Context: an optimization exercise on an open-source flow, tuned for small area and a short achievable clock period. The choices shown serve that exercise and are no tape-out recipe.
At most, simulation tests tie the RTL to the original design; equivalence was not proved.
Power figures rest on the tool's default switching activity, not on a simulated workload.

Design fp_logarithm, start of the top module:
module fp_logarithm(in_val, clk, ln_output, rst);
input  [31:0] in_val;
input         clk, rst;
output [31:0] ln_output;
localparam [20:0] K8 = 21'h162E43;    
reg [28:0] cX;     
reg [1:0]  m10;    
wire [22:0] cM = {~cX[27:7], m10};
reg [7:0]  cE;
reg [3:0]  st;
reg [33:0] accr;    
reg [31:0] outr;
reg        a2d;
reg [2:0]  h;
reg        sel4, sel1, sel0, sel4n, sel1n, sel0n, xsub, lowf;
reg        one1, two1, neg1, one2, two2, neg2, holdr;
reg        one1n, two1n, neg1n, one2n, two2n, neg2n;
assign ln_output = outr;
always @(posedge clk) begin
  m10 <= in_val[1:0];
  cE <= in_val[30:23];
  st <= st + 4'd1;
end
wire e127c = (cE == 8'd127);
wire subc  = ~cE[7] & ~(&cE[6:0]);           
wire [6:0] ev = subc ? ~cE[6:0] : (cE[6:0] + 7'd1);
reg  [2:0] msbev;
always @* begin
  casez (ev)
    7'b1??????: msbev = 3'd6;
    7'b01?????: msbev = 3'd5;
    7'b001????: msbev = 3'd4;
    7'b0001???: msbev = 3'd3;
    7'b00001??: msbev = 3'd2;
    7'b000001?: msbev = 3'd1;
    default:    msbev = 3'd0;
  endcase
end
wire [6:0] evn   = ev << (3'd6 - msbev);
  ...
Size: about 1400 cells after synthesis, about 150 flip-flops, about 66 I/O pins, ~11000 um^2 of cells after synthesis.
export LEC_CHECK = 0
export ABC_AREA = 1
export CAP_MARGIN = 20
export CORE_MARGIN = 2
export CORE_UTILIZATION = 65
export CTS_BUF_LIST = sky130_fd_sc_hd__clkbuf_8
export SLEW_MARGIN = 20
create_clock -name core_clock -period 16.0 [get_ports {clk}]
standard.sh (not shown) runs the stock make flow with config.mk's settings and CLKGATE_MAP_FILE= SYNTH_SCRIPT=/design/flow/synth_recipe.tcl, a recipe that flattens the netlist after the stock synthesis.
==> flow/flow/run.sh <==
#!/bin/bash
set -e
ls -la > files.log 2>&1
cp standard.sh standard_sh.copy.log 2>/dev/null || true
export BUFFER_PORTS_ARGS="-buffer_cell sky130_fd_sc_hd__buf_2"
bash standard.sh > standard.log 2>&1
The starting point finished clean.
Edit:
==> flow/flow/run.sh (replaced) <==
#!/bin/bash
set -e
export BUFFER_PORTS_ARGS="-buffer_cell sky130_fd_sc_hd__buf_2"
export CTS_ARGS="-sink_clustering_enable -repair_clock_nets -buf_list sky130_fd_sc_hd__clkbuf_16 -dont_use_dummy_load"
bash standard.sh > standard.log 2>&1
--- a/flow/config.mk
+++ b/flow/config.mk
@@ -12 +11,0 @@
-export CTS_BUF_LIST = sky130_fd_sc_hd__clkbuf_8
After rerunning: The new run produced a clean layout. First-iteration DRC count fell by 6.3%. Total power fell by 2.8%. Synthesized area stays the same. Worst hold slack is about the same. Die area stays the same. Worst setup slack gets worse by 0.0078 ns. Via count fell by 0.47%. Routed wire length fell by 0.55%. Final cell count fell by 0.88%.

* * *

== main ==
Starting RTL as in the previous note.
Design fp_logarithm, start of the top module:
module fp_logarithm(in_val, clk, ln_output, rst);
input  [31:0] in_val;
input         clk, rst;
output [31:0] ln_output;
localparam [20:0] K8 = 21'h162E43;    
reg [28:0] cX;     
reg [1:0]  m10;    
wire [22:0] cM = {~cX[27:7], m10};
reg [7:0]  cE;
reg [3:0]  st;
reg [33:0] accr;    
reg [31:0] outr;
reg        a2d;
reg [2:0]  h;
reg        sel4, sel1, sel0, sel4n, sel1n, sel0n, xsub, lowf;
reg        one1, two1, neg1, one2, two2, neg2, holdr;
reg        one1n, two1n, neg1n, one2n, two2n, neg2n;
assign ln_output = outr;
always @(posedge clk) begin
  m10 <= in_val[1:0];
  cE <= in_val[30:23];
  st <= st + 4'd1;
end
wire e127c = (cE == 8'd127);
wire subc  = ~cE[7] & ~(&cE[6:0]);           
wire [6:0] ev = subc ? ~cE[6:0] : (cE[6:0] + 7'd1);
reg  [2:0] msbev;
always @* begin
  casez (ev)
    7'b1??????: msbev = 3'd6;
    7'b01?????: msbev = 3'd5;
    7'b001????: msbev = 3'd4;
    7'b0001???: msbev = 3'd3;
  ...
==> flow/config.mk <==
export PLATFORM = sky130hd
export DESIGN_NAME = fp_logarithm
export DESIGN_NICKNAME = fp_logarithm
export VERILOG_FILES = /design/flow/design.v
export SDC_FILE = /design/flow/constraint.sdc
export NUM_CORES = 4
export LEC_CHECK = 0
export ABC_AREA = 1
export CAP_MARGIN = 20
export CORE_MARGIN = 2
export CORE_UTILIZATION = 65
export SLEW_MARGIN = 70
==> flow/constraint.sdc <==
create_clock -name core_clock -period 16.0 [get_ports {clk}]
set_input_delay 3.2000 -clock core_clock [delete_from_list [all_inputs] [get_ports {clk}]]
set_output_delay 3.2000 -clock core_clock [all_outputs]
set_load 0.01 [all_outputs]
==> flow/flow/run.sh <==
#!/bin/bash
set -e
ls -la > files.log 2>&1
cp standard.sh standard_sh.copy.log 2>/dev/null || true
export BUFFER_PORTS_ARGS="-buffer_cell sky130_fd_sc_hd__buf_2"
bash standard.sh > standard.log 2>&1
Input-level comparison between the feature branch and main:
- SLEW_MARGIN: 70 -> 20
==> flow/flow/run.sh <==
#!/bin/bash
set -e
export BUFFER_PORTS_ARGS="-buffer_cell sky130_fd_sc_hd__buf_2"
export CTS_ARGS="-sink_clustering_enable -repair_clock_nets -buf_list {sky130_fd_sc_hd__clkbuf_4 sky130_fd_sc_hd__clkbuf_8} -dont_use_dummy_load"
bash standard.sh > standard.log 2>&1
==> comparison <==
The core of the feature branch is less densely filled than that of main. Combinational group share of total power, main and the feature branch: lower on main. The run with more setup slack is main; the feature branch has less. Reported for main and the feature branch, count of input and output buffers turned out identical to the last digit. Looking at clock latency on the worst-skew pair across main and the feature branch, the one that comes out higher is the feature branch. From main to the feature branch the numbers moved as follows: number of vias after detailed routing decreased by 190 relative to the old numbers; wire length of the first global-routing pass decreased by 1.8% relative to the old numbers.

* * *

== run 1 ==
The RTL this note starts from:
==> flow/design.v <==
`timescale 1ns / 1ps
module fp_logarithm(in_val, clk, ln_output, rst);
input  [31:0] in_val;
input         clk, rst;
output [31:0] ln_output;
localparam [20:0] K8 = 21'h162E43;    
reg [28:0] cX;     
reg [1:0]  m10;    
wire [22:0] cM = {~cX[27:7], m10};
reg [7:0]  cE;
reg [3:0]  st;
reg [32:0] accr;    
reg [31:0] outr;
reg        a2d;
reg [2:0]  h;
reg        sel4, sel1, s0p, s0x, sel4n, sel1n, s0pn, s0xn, s0q, fsub;
reg        one1, two1, neg1, one2, two2, neg2, holdr;
reg        one1n, two1n, neg1n, one2n, two2n, neg2n;
assign ln_output = outr;
always @(posedge clk) begin
  m10 <= in_val[1:0];
  cE <= in_val[30:23];
  st <= st + 4'd1;
end
wire e127c = (cE == 8'd127);
wire subc  = ~cE[7] & ~(&cE[6:0]);           
wire [6:0] ev = subc ? ~cE[6:0] : (cE[6:0] + 7'd1);
reg  [2:0] msbev;
always @* begin
  casez (ev)
    7'b1??????: msbev = 3'd6;
    7'b01?????: msbev = 3'd5;
    7'b001????: msbev = 3'd4;
    7'b0001???: msbev = 3'd3;
    7'b00001??: msbev = 3'd2;
    7'b000001?: msbev = 3'd1;
    default:    msbev = 3'd0;
  endcase
end
wire [6:0] evn   = ev << (3'd6 - msbev);
wire       ovfc  = (evn >= 7'd93);
reg e127, e255, sub, ovf;
reg [2:0] delta;
always @(posedge clk) begin
  e127  <= e127c;
  e255  <= (cE == 8'd255);
  sub   <= subc;
  ovf   <= ovfc;
  delta <= msbev + {2'b0, ovfc};
end
wire [3:0]  ns   = st + 4'd1;
wire ldPA = (ns == 4'd11);
wire ldPB = (ns == 4'd12);
always @(posedge clk) begin
  if (ldPA)      cX <= ovf ? {8'b0, K8} : {7'b0, K8, 1'b0};
  else if (ldPB) cX <= ovf ? {4'b0, K8, 4'b0} : {3'b0, K8, 5'b0};
  else           cX <= {1'b1, ~in_val[22:2], 7'b0};
end
wire [24:0] mext = {1'b0, cM, 1'b0};
wire [8:0]  eext = {1'b0, evn, 1'b0};
reg  [4:0]  win;
reg         hnext;
always @* begin
  win = 5'd0;
  hnext = 1'b0;
  case (ns)
    4'd0: win = mext[4:0];
    4'd1: begin win = mext[8:4];   hnext = e127 & (cM[22:3]  == 20'd0); end
    4'd2: begin win = mext[12:8];  hnext = e127 & (cM[22:7]  == 16'd0); end
    4'd3: begin win = mext[16:12]; hnext = e127 & (cM[22:11] == 12'd0); end
    4'd4: begin win = mext[20:16]; hnext = e127 & (cM[22:15] == 8'd0);  end
    4'd5: begin win = mext[24:20]; hnext = e127 & (cM[22:19] == 4'd0);  end
    4'd11: win = e127 ? 5'd0 : eext[4:0];
    4'd12: win = e127 ? 5'd0 : eext[8:4];
    default: win = 5'd0;
  endcase
  if (hnext) win = 5'd0;
end
always @(posedge clk) begin
  one1 <= win[1] ^ win[0];
  two1 <= (win[2] & ~win[1] & ~win[0]) | (~win[2] & win[1] & win[0]);
  neg1 <= win[2] & ~(win[1] & win[0]);
  one2 <= win[3] ^ win[2];
  two2 <= (win[4] & ~win[3] & ~win[2]) | (~win[4] & win[3] & win[2]);
  neg2 <= win[4] & ~(win[3] & win[2]);
  one1n <= ~(win[1] ^ win[0]);
  two1n <= ~((win[2] & ~win[1] & ~win[0]) | (~win[2] & win[1] & win[0]));
  neg1n <= ~(win[2] & ~(win[1] & win[0]));
  one2n <= ~(win[3] ^ win[2]);
  two2n <= ~((win[4] & ~win[3] & ~win[2]) | (~win[4] & win[3] & win[2]));
  neg2n <= ~(win[4] & ~(win[3] & win[2]));
  holdr <= hnext;
end
reg isQ, isPA, isPB, isS0, isOut;
always @(posedge clk) begin
  isQ   <= (ns <= 4'd5);
  isPA  <= (ns == 4'd11);
  isPB  <= (ns == 4'd12);
  isS0  <= (ns == 4'd0);
  isOut <= (ns == 4'd13);
end
wire c1 = isQ & ~m10[1];
wire [28:0] X = cX;
wire [32:0] lowm = isQ ? 33'h7F : (isPB ? 33'hF : 33'h0);
wire [29:0] c1v  = {22'd0, c1, 7'd0};
wire [29:0] one1v = {{15{~one1n}}, {15{one1}}};
wire [29:0] two1v = {{15{~two1n}}, {15{two1}}};
wire [29:0] neg1v = {{15{~neg1n}}, {15{neg1}}};
wire [29:0] one2v = {{15{~one2n}}, {15{one2}}};
wire [29:0] two2v = {{15{~two2n}}, {15{two2}}};
wire [29:0] neg2v = {{15{~neg2n}}, {15{neg2}}};
wire [29:0] base1 = (one1v & {1'b0, X}) | (two1v & ({X, 1'b0} | c1v));
wire [29:0] base2 = (one2v & {1'b0, X}) | (two2v & ({X, 1'b0} | c1v));
wire [32:0] r1 = {{3{~neg1n}}, base1 ^ (neg1v & ~lowm[29:0])};
wire [32:0] r2 = {{3{~neg2n}}, base2 ^ (neg2v & ~lowm[29:0])};
wire a1 = (one1 | two1) & (neg1 ^ c1);
wire a2 = (one2 | two2) & (neg2 ^ c1);
wire [32:0] ex_a1 = isQ ? ({32'd0, a1} << 7) : (isPB ? ({32'd0, a1} << 4) : {32'd0, a1});
wire [32:0] ex_a2 = isPB ? ({32'd0, a2d} << 2) : ({32'd0, a2d} << 5);
wire [32:0] r2s = {r2[30:0], 2'b00} | ex_a1 | ex_a2;
wire mask = isPA & ~e127;
wire [29:0] s4v = {{15{~sel4n}}, {15{sel4}}};
wire [29:0] s1v = {{15{~sel1n}}, {15{sel1}}};
wire [25:0] s0pv = {{11{~s0pn}}, {15{s0p}}};
wire [25:0] s0xv = {{11{~s0xn}}, {15{s0x}}};
wire [29:0] acc_sh = (s4v & {accr[32], accr[32:4]}) | (s1v & accr[30:1]);
wire [29:0] acc_in = {acc_sh[29:4] | (s0pv & accr[29:4]) | (s0xv & ~accr[29:4]),
                      acc_sh[3:0]  | ({4{s0q}} & accr[3:0]) | {4{fsub}}};
wire cin = mask & sub;
wire [32:0] opa = {{3{acc_in[29]}}, acc_in};
wire [32:0] csa_s = opa ^ r1 ^ r2s;
wire [32:0] csa_c = {(opa[31:0] & r1[31:0]) | (opa[31:0] & r2s[31:0]) | (r1[31:0] & r2s[31:0]), cin};
wire [32:0] sum = csa_s + csa_c;
reg [1:0] shn, shr;
reg e127al;
always @* begin
  shn = 2'd0;
  if (ns <= 4'd5) shn = hnext ? 2'd0 : 2'd2;
  else if (~e127) case (ns)
    4'd6:  shn = delta[2] ? 2'd2 : 2'd0;
    4'd7, 4'd8: shn = delta[1] ? 2'd1 : 2'd0;
    4'd9:  shn = delta[0] ? 2'd1 : 2'd0;
    4'd12: shn = 2'd2;
    default: shn = 2'd0;
  endcase
end
always @(posedge clk) begin
  shr    <= shn;
  e127al <= e127 & (ns >= 4'd7) & (ns <= 4'd10);
end
wire ge24 = sel1 ? |accr[30:25] : |accr[29:24];
wire [1:0] shs = e127al ? {1'b0, ge24} : shr;
always @(posedge clk) begin
  accr <= sum;
  sel4 <= (shs == 2'd2) & (ns != 4'd0);
  sel1 <= (shs == 2'd1) & (ns != 4'd0);
  s0p  <= (shs == 2'd0) & (ns != 4'd0) & ~((ns == 4'd11) & ~e127 & sub);
  s0x  <= (ns == 4'd11) & ~e127 & sub;
  s0q  <= (shs == 2'd0) & (ns != 4'd0) & ~((ns == 4'd11) & ~e127);
  fsub <= (ns == 4'd11) & ~e127 & sub;
  sel4n <= ~((shs == 2'd2) & (ns != 4'd0));
  sel1n <= ~((shs == 2'd1) & (ns != 4'd0));
  s0pn <= ~((shs == 2'd0) & (ns != 4'd0) & ~((ns == 4'd11) & ~e127 & sub));
  s0xn <= ~((ns == 4'd11) & ~e127 & sub);
  a2d <= ((isQ & ~holdr) | isPA) ? a2 : 1'b0;
  if (isS0) h <= 3'd0;
  else if (e127al & ge24) h <= h + 3'd1;
end
wire [24:0] xv = e127 ? accr[24:0] : accr[28:4];
reg  [22:0] field;
reg  [1:0]  pofs;  
always @* begin
  if (xv[24])      begin field = xv[23:1];                  pofs = 2'd3; end
  else if (xv[23]) begin field = {xv[22:1], 1'b0};          pofs = 2'd2; end
  else if (xv[22]) begin field = {xv[21:1], 2'b00};         pofs = 2'd1; end
  else             begin field = {xv[20:1], 3'b000};        pofs = 2'd0; end
end
wire [2:0] z = {2'b0, cM[22:3] == 20'd0} + {2'b0, cM[22:7] == 16'd0} + {2'b0, cM[22:11] == 12'd0}
             + {2'b0, cM[22:15] == 8'd0} + {2'b0, cM[22:19] == 4'd0};
wire [7:0] expo = e127 ? (8'd120 - {3'b0, z, 2'b00} + {5'b0, h} + {6'b0, pofs})
                       : (8'd124 + {5'b0, delta} + {6'b0, pofs});
always @(posedge clk) begin
  if (isOut) begin
    if (e255)                    outr <= 32'hcf317216;
    else if (e127 && cM == 23'd0) outr <= 32'h00800000;
    else                         outr <= {sub, expo, field};
  end
end
endmodule
==> flow/config.mk <==
export PLATFORM = sky130hd
export DESIGN_NAME = fp_logarithm
export DESIGN_NICKNAME = fp_logarithm
export VERILOG_FILES = /design/flow/design.v
export SDC_FILE = /design/flow/constraint.sdc
export NUM_CORES = 4
export LEC_CHECK = 0
export ABC_AREA = 1
export CAP_MARGIN = 20
export CORE_MARGIN = 2
export CORE_UTILIZATION = 65
export GPL_TIMING_DRIVEN = 1
export SLEW_MARGIN = 20
==> flow/constraint.sdc <==
create_clock -name core_clock -period 16.0 [get_ports {clk}]
set_input_delay 3.2000 -clock core_clock [delete_from_list [all_inputs] [get_ports {clk}]]
set_output_delay 3.2000 -clock core_clock [all_outputs]
set_load 0.01 [all_outputs]
==> flow/flow/run.sh <==
#!/bin/bash
set -e
ls -la > files.log 2>&1
cp standard.sh standard_sh.copy.log 2>/dev/null || true
export BUFFER_PORTS_ARGS="-buffer_cell sky130_fd_sc_hd__buf_2"
bash standard.sh > standard.log 2>&1
Run 1 finished every stage and its layout cleared the timing, design-rule and antenna checks.
### run 1 -> run 2
-- flow/config.mk --
<<< run 1, line 11
export CORE_UTILIZATION = 65
export GPL_TIMING_DRIVEN = 1
>>> run 2, line 11
export CORE_UTILIZATION = 70
export PLACE_DENSITY = 0.8
### Flow results
Delta (run 2 minus run 1): proportion of cell area spent on the clock network saw an increase, fraction of area in non-clock buffers saw little to no change, overall die height saw a decrease, met1 wire length saw a decrease.
On wire length, run 1 beats run 2.
Delta(finished layout cell area, run 2 - run 1) > 0
Between run 1 and run 2, power consumption increased.
Edits applied to the flow inputs when going from run 2 to run 3:
==> flow/flow/run.sh <==
#!/bin/bash
set -e
export BUFFER_PORTS_ARGS="-buffer_cell sky130_fd_sc_hd__buf_2"
export CTS_ARGS="-sink_clustering_enable -repair_clock_nets -buf_list sky130_fd_sc_hd__clkbuf_8 -dont_use_dummy_load"
bash standard.sh > standard.log 2>&1
-- flow/config.mk --
<<< run 2, line 11
export CORE_UTILIZATION = 70
export PLACE_DENSITY = 0.8
>>> run 3, line 11
export CORE_UTILIZATION = 65
### Flow results
Run 3 finished all stages; the layout is clean.
Detailed-route wire length on metal 1 in run 3 is 370 µm above run 2.
The via count in run 3 sits 128 below the value recorded for run 2.
[compare] base=run 2 new=run 3: setup slack now smaller; final instance count without filler cells now larger.
What run 4 does differently from run 3 at the input level:
==> flow/flow/run.sh <==
#!/bin/bash
set -e
ls -la > files.log 2>&1
cp standard.sh standard_sh.copy.log 2>/dev/null || true
export BUFFER_PORTS_ARGS="-buffer_cell sky130_fd_sc_hd__buf_2"
bash standard.sh > standard.log 2>&1
==> comparison <==
- Area growth from synthesis to layout ends up lower on run 3.
- Summary of the comparison: total number of vias is higher in run 4, relative to run 3.
- Relative to run 3, the global-route wire length before repair measured on run 4 has increased slightly.
- On setup slack: between run 3 and run 4, it ends up higher for run 3.
- Total power of run 4 is higher than that of run 3.
- Compare run 3 and run 4 | sequential share of layout area lower: run 4
- Routed length per instance: run 4 higher than run 3
- Number of global-route vias before repair of run 4 exceeds that of run 3 slightly.
- Compared with run 3, post-layout instance area in run 4 increased by a few percent.
- Changes observed in run 4 relative to run 3: top achievable clock speed has decreased; headroom to the max-slew limit down 2.8 points.
No run of this note included a check of the RTL's function; only the layout flow was run.

## port drivers added, routing unchanged
How much do the figures lean on ideal ports? The routed layouts below were timed once more, with nothing changed but the port constraints. Step 1: set_driving_cell puts a clkbuf_16 on clk and a buf_2 on each other input, an assumption about the parent block. Step 2, shift: input delay + t, output delay - t, t = (earliest + latest rising clock arrival at the registers) / 2. This alone moves slack from input paths to output paths. a / b / c = ideal / step 1 / step 2; a / b = the first two.
run	t (ns)	slack for setup (ns)	worst setup path at the end	clock arrival spread, ns
the first run of note 1	0.518	11.743 / 11.743 / 11.743	register to register	0.011 / 0.011
the second run of note 1	0.466	11.735 / 11.735 / 11.735	register to register	0.016 / 0.016
main	0.481	11.767 / 11.767 / 11.767	register to register	0.014 / 0.014
the feature branch	0.492	11.750 / 11.750 / 11.750	register to register	0.025 / 0.025
run 1	0.472	11.498 / 11.498 / 11.498	register to register	0.011 / 0.011
run 2	0.472	11.614 / 11.614 / 11.614	register to register	0.010 / 0.009
run 3	0.485	11.600 / 11.600 / 11.600	register to register	0.026 / 0.026
run 4	0.472	11.498 / 11.498 / 11.498	register to register	0.011 / 0.011
After both steps setup and hold are still met in every run listed.
